Source: an optimization exercise on an open RTL-to-GDS flow (aim: small area and a short achievable clock period). Production flows keep margins and buffers that such runs may drop. Function was checked by simulation only, so behaviour that the tests miss may differ from the original. No activity file was given, so power comes from the tool's default toggle rates.

// fp16
module fp16(
	input clk_50,reset_50,
	input [15:0] x_50,y_50,
	output [15:0] m_50,a_50
	);
Size in the first run: ~520 cells after synthesis, roughly 66 I/O pins, about 5400 µm² of cells after synthesis.
clock: 6.0 ns
lec_check: 0
cap_margin: 20
core_margin: 2
core_utilization: 50
cts_buf_list: sky130_fd_sc_hd__clkbuf_4 sky130_fd_sc_hd__clkbuf_8
place_density: 0.6
setup_slack_margin: 2.5
slew_margin: 20
synth_hierarchical: 1
synth_minimum_keep_size: 0
standard.sh (not shown) runs the stock make flow with config.mk's settings and CLKGATE_MAP_FILE= SYNTH_SCRIPT=/design/flow/synth_recipe.tcl, a recipe that flattens the netlist after the stock synthesis.
==> flow/flow/run.sh <==
#!/bin/bash
set -e
export BUFFER_PORTS_ARGS="-buffer_cell sky130_fd_sc_hd__buf_1"
export CTS_ARGS="-sink_clustering_enable -repair_clock_nets -dont_use_dummy_load -buf_list {sky130_fd_sc_hd__clkbuf_4 sky130_fd_sc_hd__clkbuf_8}"
export RECOVER_POWER=50
bash standard.sh > standard.log 2>&1
Then changed:
--- a/flow/flow/run.sh
+++ b/flow/flow/run.sh
@@ -5 +5 @@
-export RECOVER_POWER=50
+export RECOVER_POWER=100
CORE_UTILIZATION = 40   (was 50)
Effect:
- The new run passed the timing, design-rule and antenna checks
- worst setup slack improved by 0.052 ns
- die area rises by 24%
- count of clock-buffer cells in the layout is unchanged
- hold slack improved by 0.021 ns
- non-clock buffer count is unchanged
- wire length hardly moves
- sequential power falls by about 0.8%
- maximum frequency rises by about 1.4%
- cell count rises by 5.8%
- total power falls by about 2%
- area after synthesis is unchanged
Then changed:
--- a/flow/flow/run.sh
+++ b/flow/flow/run.sh
@@ -5 +4,0 @@
-export RECOVER_POWER=100
CORE_UTILIZATION = 60   (was 40)
PLACE_DENSITY = 0.7   (was 0.6)
Power went up by a few percent.
Combinational power rose by a little under a tenth.
Worst hold slack loses 0.015 ns.
Clock power is higher slightly.
Die area goes down by a quarter to a third.
Routed wire length increases slightly.
Non-clock buffer count rises by 4.
Then changed:
--- a/flow/flow/run.sh
+++ b/flow/flow/run.sh
@@ -4,0 +5 @@
+export RECOVER_POWER=30
CORE_UTILIZATION = 40   (was 60)
PLACE_DENSITY = 0.6   (was 0.7)
Outcome: Cell count climbs by 9.6%; register-to-register slack hardly moves; non-clock buffer count is lower by 4; fmax barely changes; sequential share of layout area is lower by 0.69 points; wire length is lower by 1.3%; final area goes up by 1.0%; total power went up by 1.8%.
Then changed:
--- a/flow/flow/run.sh
+++ b/flow/flow/run.sh
@@ -5 +5 @@
-export RECOVER_POWER=30
+export RECOVER_POWER=50
GPL_ROUTABILITY_DRIVEN = 0   (was default)
Clock skew came out lower by 0.012 ns.
Cell area shrinks by 1.0%.
Power fell by 4.2%.
Then changed:
--- a/flow/flow/run.sh
+++ b/flow/flow/run.sh
@@ -5 +5 @@
-export RECOVER_POWER=50
+export RECOVER_POWER=70
GPL_ROUTABILITY_DRIVEN = default   (was 0)
The changed run finished with timing, DRC and antenna clean.
Utilization falls by 0.16 points.
Cell area shrinks by 0.36%.
Worst hold slack gets better by 0.013 ns.
Setup slack gains 0.19 ns.
Power is about the same.
Cell count does not change.
Wire length rose by 1.1%.
Clock-buffer cell count stays the same.

* * *

fp16, a different RTL version from the one above (not shown whole).
Size in the first run: about 500 cells after synthesis, ~73 flip-flops, ~5300 um^2 of cells after synthesis.
export LEC_CHECK = 0
export CAP_MARGIN = 20
export CORE_MARGIN = 2
export CORE_UTILIZATION = 40
export CTS_BUF_LIST = sky130_fd_sc_hd__clkbuf_4 sky130_fd_sc_hd__clkbuf_8
export PLACE_DENSITY = 0.6
export SETUP_SLACK_MARGIN = 2.5
export SLEW_MARGIN = 20
export SYNTH_HIERARCHICAL = 1
export SYNTH_MINIMUM_KEEP_SIZE = 0
create_clock -name core_clock -period 6.0 [get_ports {clk_50}]
==> flow/flow/run.sh <==
#!/bin/bash
set -e
export BUFFER_PORTS_ARGS="-buffer_cell sky130_fd_sc_hd__buf_1"
bash standard.sh > standard.log 2>&1
Edit:
--- a/flow/flow/run.sh
+++ b/flow/flow/run.sh
@@ -3,0 +4 @@
+export CTS_ARGS="-sink_clustering_enable -repair_clock_nets -dont_use_dummy_load -buf_list {sky130_fd_sc_hd__clkbuf_4 sky130_fd_sc_hd__clkbuf_8}"
What happened:
- core utilization fell by 1.2 points
- worst setup slack is worse by 0.0058 ns
- power fell by a little under a tenth
- clock skew rose by 0.0048 ns
- cell area fell by a few percent
- final cell count fell slightly

* * *

wip/maple:
RTL: one of the versions met above, not the one the previous note started from.
For scale: roughly 520 cells after synthesis, ~73 flip-flops, roughly 66 I/O pins, ~5400 µm² of cells after synthesis.
==> flow/config.mk <==
export PLATFORM = sky130hd
export DESIGN_NAME = fp16
export DESIGN_NICKNAME = fp16
export VERILOG_FILES = /design/flow/design.v
export SDC_FILE = /design/flow/constraint.sdc
export NUM_CORES = 4
export LEC_CHECK = 0
export CAP_MARGIN = 20
export CORE_MARGIN = 2
export CORE_UTILIZATION = 40
export CTS_BUF_LIST = sky130_fd_sc_hd__clkbuf_4 sky130_fd_sc_hd__clkbuf_8
export PLACE_DENSITY = 0.6
export SETUP_SLACK_MARGIN = 2.5
export SLEW_MARGIN = 20
export SYNTH_HIERARCHICAL = 1
export SYNTH_MINIMUM_KEEP_SIZE = 0
==> flow/constraint.sdc <==
create_clock -name core_clock -period 6.0 [get_ports {clk_50}]
set_input_delay 1.2000 -clock core_clock [delete_from_list [all_inputs] [get_ports {clk_50}]]
set_output_delay 1.2000 -clock core_clock [all_outputs]
set_load 0.01 [all_outputs]
==> flow/flow/run.sh <==
#!/bin/bash
set -e
export BUFFER_PORTS_ARGS="-buffer_cell sky130_fd_sc_hd__buf_1"
export CTS_ARGS="-sink_clustering_enable -repair_clock_nets -dont_use_dummy_load -buf_list {sky130_fd_sc_hd__clkbuf_4 sky130_fd_sc_hd__clkbuf_8}"
bash standard.sh > standard.log 2>&1
The inputs of wip/raven differ from those of wip/maple as listed below.
# wip/maple
export LEC_CHECK = 0
export CAP_MARGIN = 20
export CORE_MARGIN = 2
export CORE_UTILIZATION = 40
export CTS_BUF_LIST = sky130_fd_sc_hd__clkbuf_4 sky130_fd_sc_hd__clkbuf_8
export PLACE_DENSITY = 0.6
export SETUP_SLACK_MARGIN = 2.5
export SLEW_MARGIN = 20
export SYNTH_HIERARCHICAL = 1
export SYNTH_MINIMUM_KEEP_SIZE = 0
create_clock -name core_clock -period 6.0 [get_ports {clk_50}]
# wip/raven
export LEC_CHECK = 0
export ABC_AREA = 1
export CAP_MARGIN = 20
export CORE_MARGIN = 2
export CORE_UTILIZATION = 40
export CTS_BUF_LIST = sky130_fd_sc_hd__clkbuf_4 sky130_fd_sc_hd__clkbuf_8
export PLACE_DENSITY = 0.6
export SETUP_SLACK_MARGIN = 2.5
export SLEW_MARGIN = 20
export SYNTH_HIERARCHICAL = 1
export SYNTH_MINIMUM_KEEP_SIZE = 0
create_clock -name core_clock -period 6.0 [get_ports {clk_50}]
--- a/flow/flow/run.sh
+++ b/flow/flow/run.sh
@@ -4,0 +5 @@
+export RECOVER_POWER=50
[summary]
- When wip/raven is set beside wip/maple, its met1 wire length turns out to be about 10% larger.
- ~same share of async-settable or async-resettable flops after synthesis in wip/maple and wip/raven
- wip/raven vs wip/maple — wire length of the first global-routing pass rose about 11%.
- Initial cell density of the core ends up higher on wip/raven.
- Setup WNS wip/maple -> wip/raven: worse
- wip/maple vs wip/raven, cell with the biggest individual delay on the critical path: sky130_fd_sc_hd__fa_1 vs sky130_fd_sc_hd__o21ai_0
- Areal power density over the cells went down by more than 10% going from wip/maple to wip/raven.
- Taking wip/maple as the reference, in wip/raven layout overhead on the synthesized area shows a reduction of 3.3 points, met2 track demand over resource shows a reduction of 0.29 points, hold slack shows no meaningful change.
> inputs changed (wip/raven -> wip/garnet)
# wip/raven
export LEC_CHECK = 0
export ABC_AREA = 1
export CAP_MARGIN = 20
export CORE_MARGIN = 2
export CORE_UTILIZATION = 40
export CTS_BUF_LIST = sky130_fd_sc_hd__clkbuf_4 sky130_fd_sc_hd__clkbuf_8
export PLACE_DENSITY = 0.6
export SETUP_SLACK_MARGIN = 2.5
export SLEW_MARGIN = 20
export SYNTH_HIERARCHICAL = 1
export SYNTH_MINIMUM_KEEP_SIZE = 0
create_clock -name core_clock -period 6.0 [get_ports {clk_50}]
# wip/garnet
export LEC_CHECK = 0
export CAP_MARGIN = 20
export CORE_MARGIN = 2
export CORE_UTILIZATION = 40
export CTS_BUF_LIST = sky130_fd_sc_hd__clkbuf_4 sky130_fd_sc_hd__clkbuf_8
export PLACE_DENSITY = 0.6
export SETUP_SLACK_MARGIN = 2.6
export SLEW_MARGIN = 20
export SYNTH_HIERARCHICAL = 1
export SYNTH_MINIMUM_KEEP_SIZE = 0
create_clock -name core_clock -period 6.0 [get_ports {clk_50}]
==> comparison <==
- Reported for wip/garnet and wip/raven, number of I/O pins turned out identical to the last digit.
- Setup WNS wip/raven -> wip/garnet: better
- On wip/garnet: per-cell via count in the routed design is 9.2% higher than what wip/raven gave.
- Relative to wip/raven, the final cell area reported for wip/garnet is lower.
- Every stage of the flow completed for wip/garnet, and the final layout passed the timing, design-rule and antenna checks.
#### Input delta (wip/umber over wip/garnet)
# wip/garnet
export LEC_CHECK = 0
export CAP_MARGIN = 20
export CORE_MARGIN = 2
export CORE_UTILIZATION = 40
export CTS_BUF_LIST = sky130_fd_sc_hd__clkbuf_4 sky130_fd_sc_hd__clkbuf_8
export PLACE_DENSITY = 0.6
export SETUP_SLACK_MARGIN = 2.6
export SLEW_MARGIN = 20
export SYNTH_HIERARCHICAL = 1
export SYNTH_MINIMUM_KEEP_SIZE = 0
create_clock -name core_clock -period 6.0 [get_ports {clk_50}]
# wip/umber
export LEC_CHECK = 0
export CAP_MARGIN = 20
export CORE_MARGIN = 2
export CORE_UTILIZATION = 40
export CTS_BUF_LIST = sky130_fd_sc_hd__clkbuf_4 sky130_fd_sc_hd__clkbuf_8
export PLACE_DENSITY = 0.6
export SETUP_SLACK_MARGIN = 2.5
export SLEW_MARGIN = 20
export SYNTH_HIERARCHICAL = 1
export SYNTH_MINIMUM_KEEP_SIZE = 0
create_clock -name core_clock -period 6.0 [get_ports {clk_50}]
==> flow/flow/run.sh <==
#!/bin/bash
set -e
export BUFFER_PORTS_ARGS="-buffer_cell sky130_fd_sc_hd__buf_1"
export CTS_ARGS="-sink_clustering_enable -repair_clock_nets -dont_use_dummy_load -sink_clustering_size 30 -sink_clustering_max_diameter 80 -buf_list {sky130_fd_sc_hd__clkbuf_4 sky130_fd_sc_hd__clkbuf_8}"
export RECOVER_POWER=50
bash standard.sh > standard.log 2>&1
==> comparison <==
Between wip/garnet and wip/umber, minimum period implied by the final worst setup slack decreased.
Total power density per cell area (wip/umber over wip/garnet): increase, about 1.6%
Of wip/umber and wip/garnet, it is wip/umber that has the lower met1 capacity usage during global routing.
Summary of wip/umber over wip/garnet: actual slew at the worst max-slew pin essentially unchanged; sequential share of layout area essentially unchanged; fill cell instance count of the final layout increased 17.

## what the ideal ports hide
How much do the figures lean on ideal ports? The routed layouts below were timed once more, with nothing changed but the port constraints.
Step 1 (the two cells are an assumption about what drives the block):
set clk [get_ports {clk_50}]
set_driving_cell -lib_cell sky130_fd_sc_hd__clkbuf_16 $clk
set_driving_cell -lib_cell sky130_fd_sc_hd__buf_2 [delete_from_list [all_inputs] $clk]
Step 2 times the ports against the registers' clock, not the clock port: input delays grow and output delays shrink by t, the midpoint of the rising clock arrivals with the driver on.
Slacks: no drivers / after step 1 / after step 2; pairs: no drivers / after step 1.
run	shift t [ns]	slack for setup (ns)	hold slack, ns	worst register clock-pin slew, ns	worst data-port slew with drivers (ns)
the first run of note 1	0.350	2.254 / 2.220 / 2.570	0.309 / 0.309 / 0.309	0.08 / 0.08	0.03
the second run of note 1	0.357	2.305 / 2.277 / 2.490	0.330 / 0.330 / 0.330	0.07 / 0.07	0.05
the third run of note 1	0.360	2.631 / 2.631 / 2.631	0.315 / 0.315 / 0.315	0.08 / 0.08	0.04
the fourth run of note 1	0.357	2.633 / 2.633 / 2.633	0.330 / 0.330 / 0.330	0.07 / 0.07	0.05
the fifth run of note 1	0.367	1.803 / 1.770 / 2.137	0.317 / 0.317 / 0.317	0.07 / 0.07	0.04
the sixth run of note 1	0.358	1.989 / 1.962 / 2.320	0.330 / 0.330 / 0.330	0.07 / 0.07	0.05
the first run of note 2	0.391	2.571 / 2.537 / 2.688	0.320 / 0.320 / 0.320	0.08 / 0.08	0.03
the second run of note 2	0.386	2.565 / 2.531 / 2.683	0.305 / 0.305 / 0.305	0.07 / 0.07	0.03
wip/maple	0.357	2.630 / 2.630 / 2.630	0.330 / 0.330 / 0.330	0.07 / 0.07	0.05
wip/raven	0.390	1.953 / 1.919 / 2.308	0.328 / 0.328 / 0.328	0.08 / 0.08	0.03
wip/garnet	0.356	2.498 / 2.470 / 2.699	0.330 / 0.330 / 0.330	0.07 / 0.07	0.05
wip/umber	0.358	2.629 / 2.629 / 2.629	0.330 / 0.330 / 0.330	0.08 / 0.08	0.05
After both steps setup and hold are still met in every run listed.
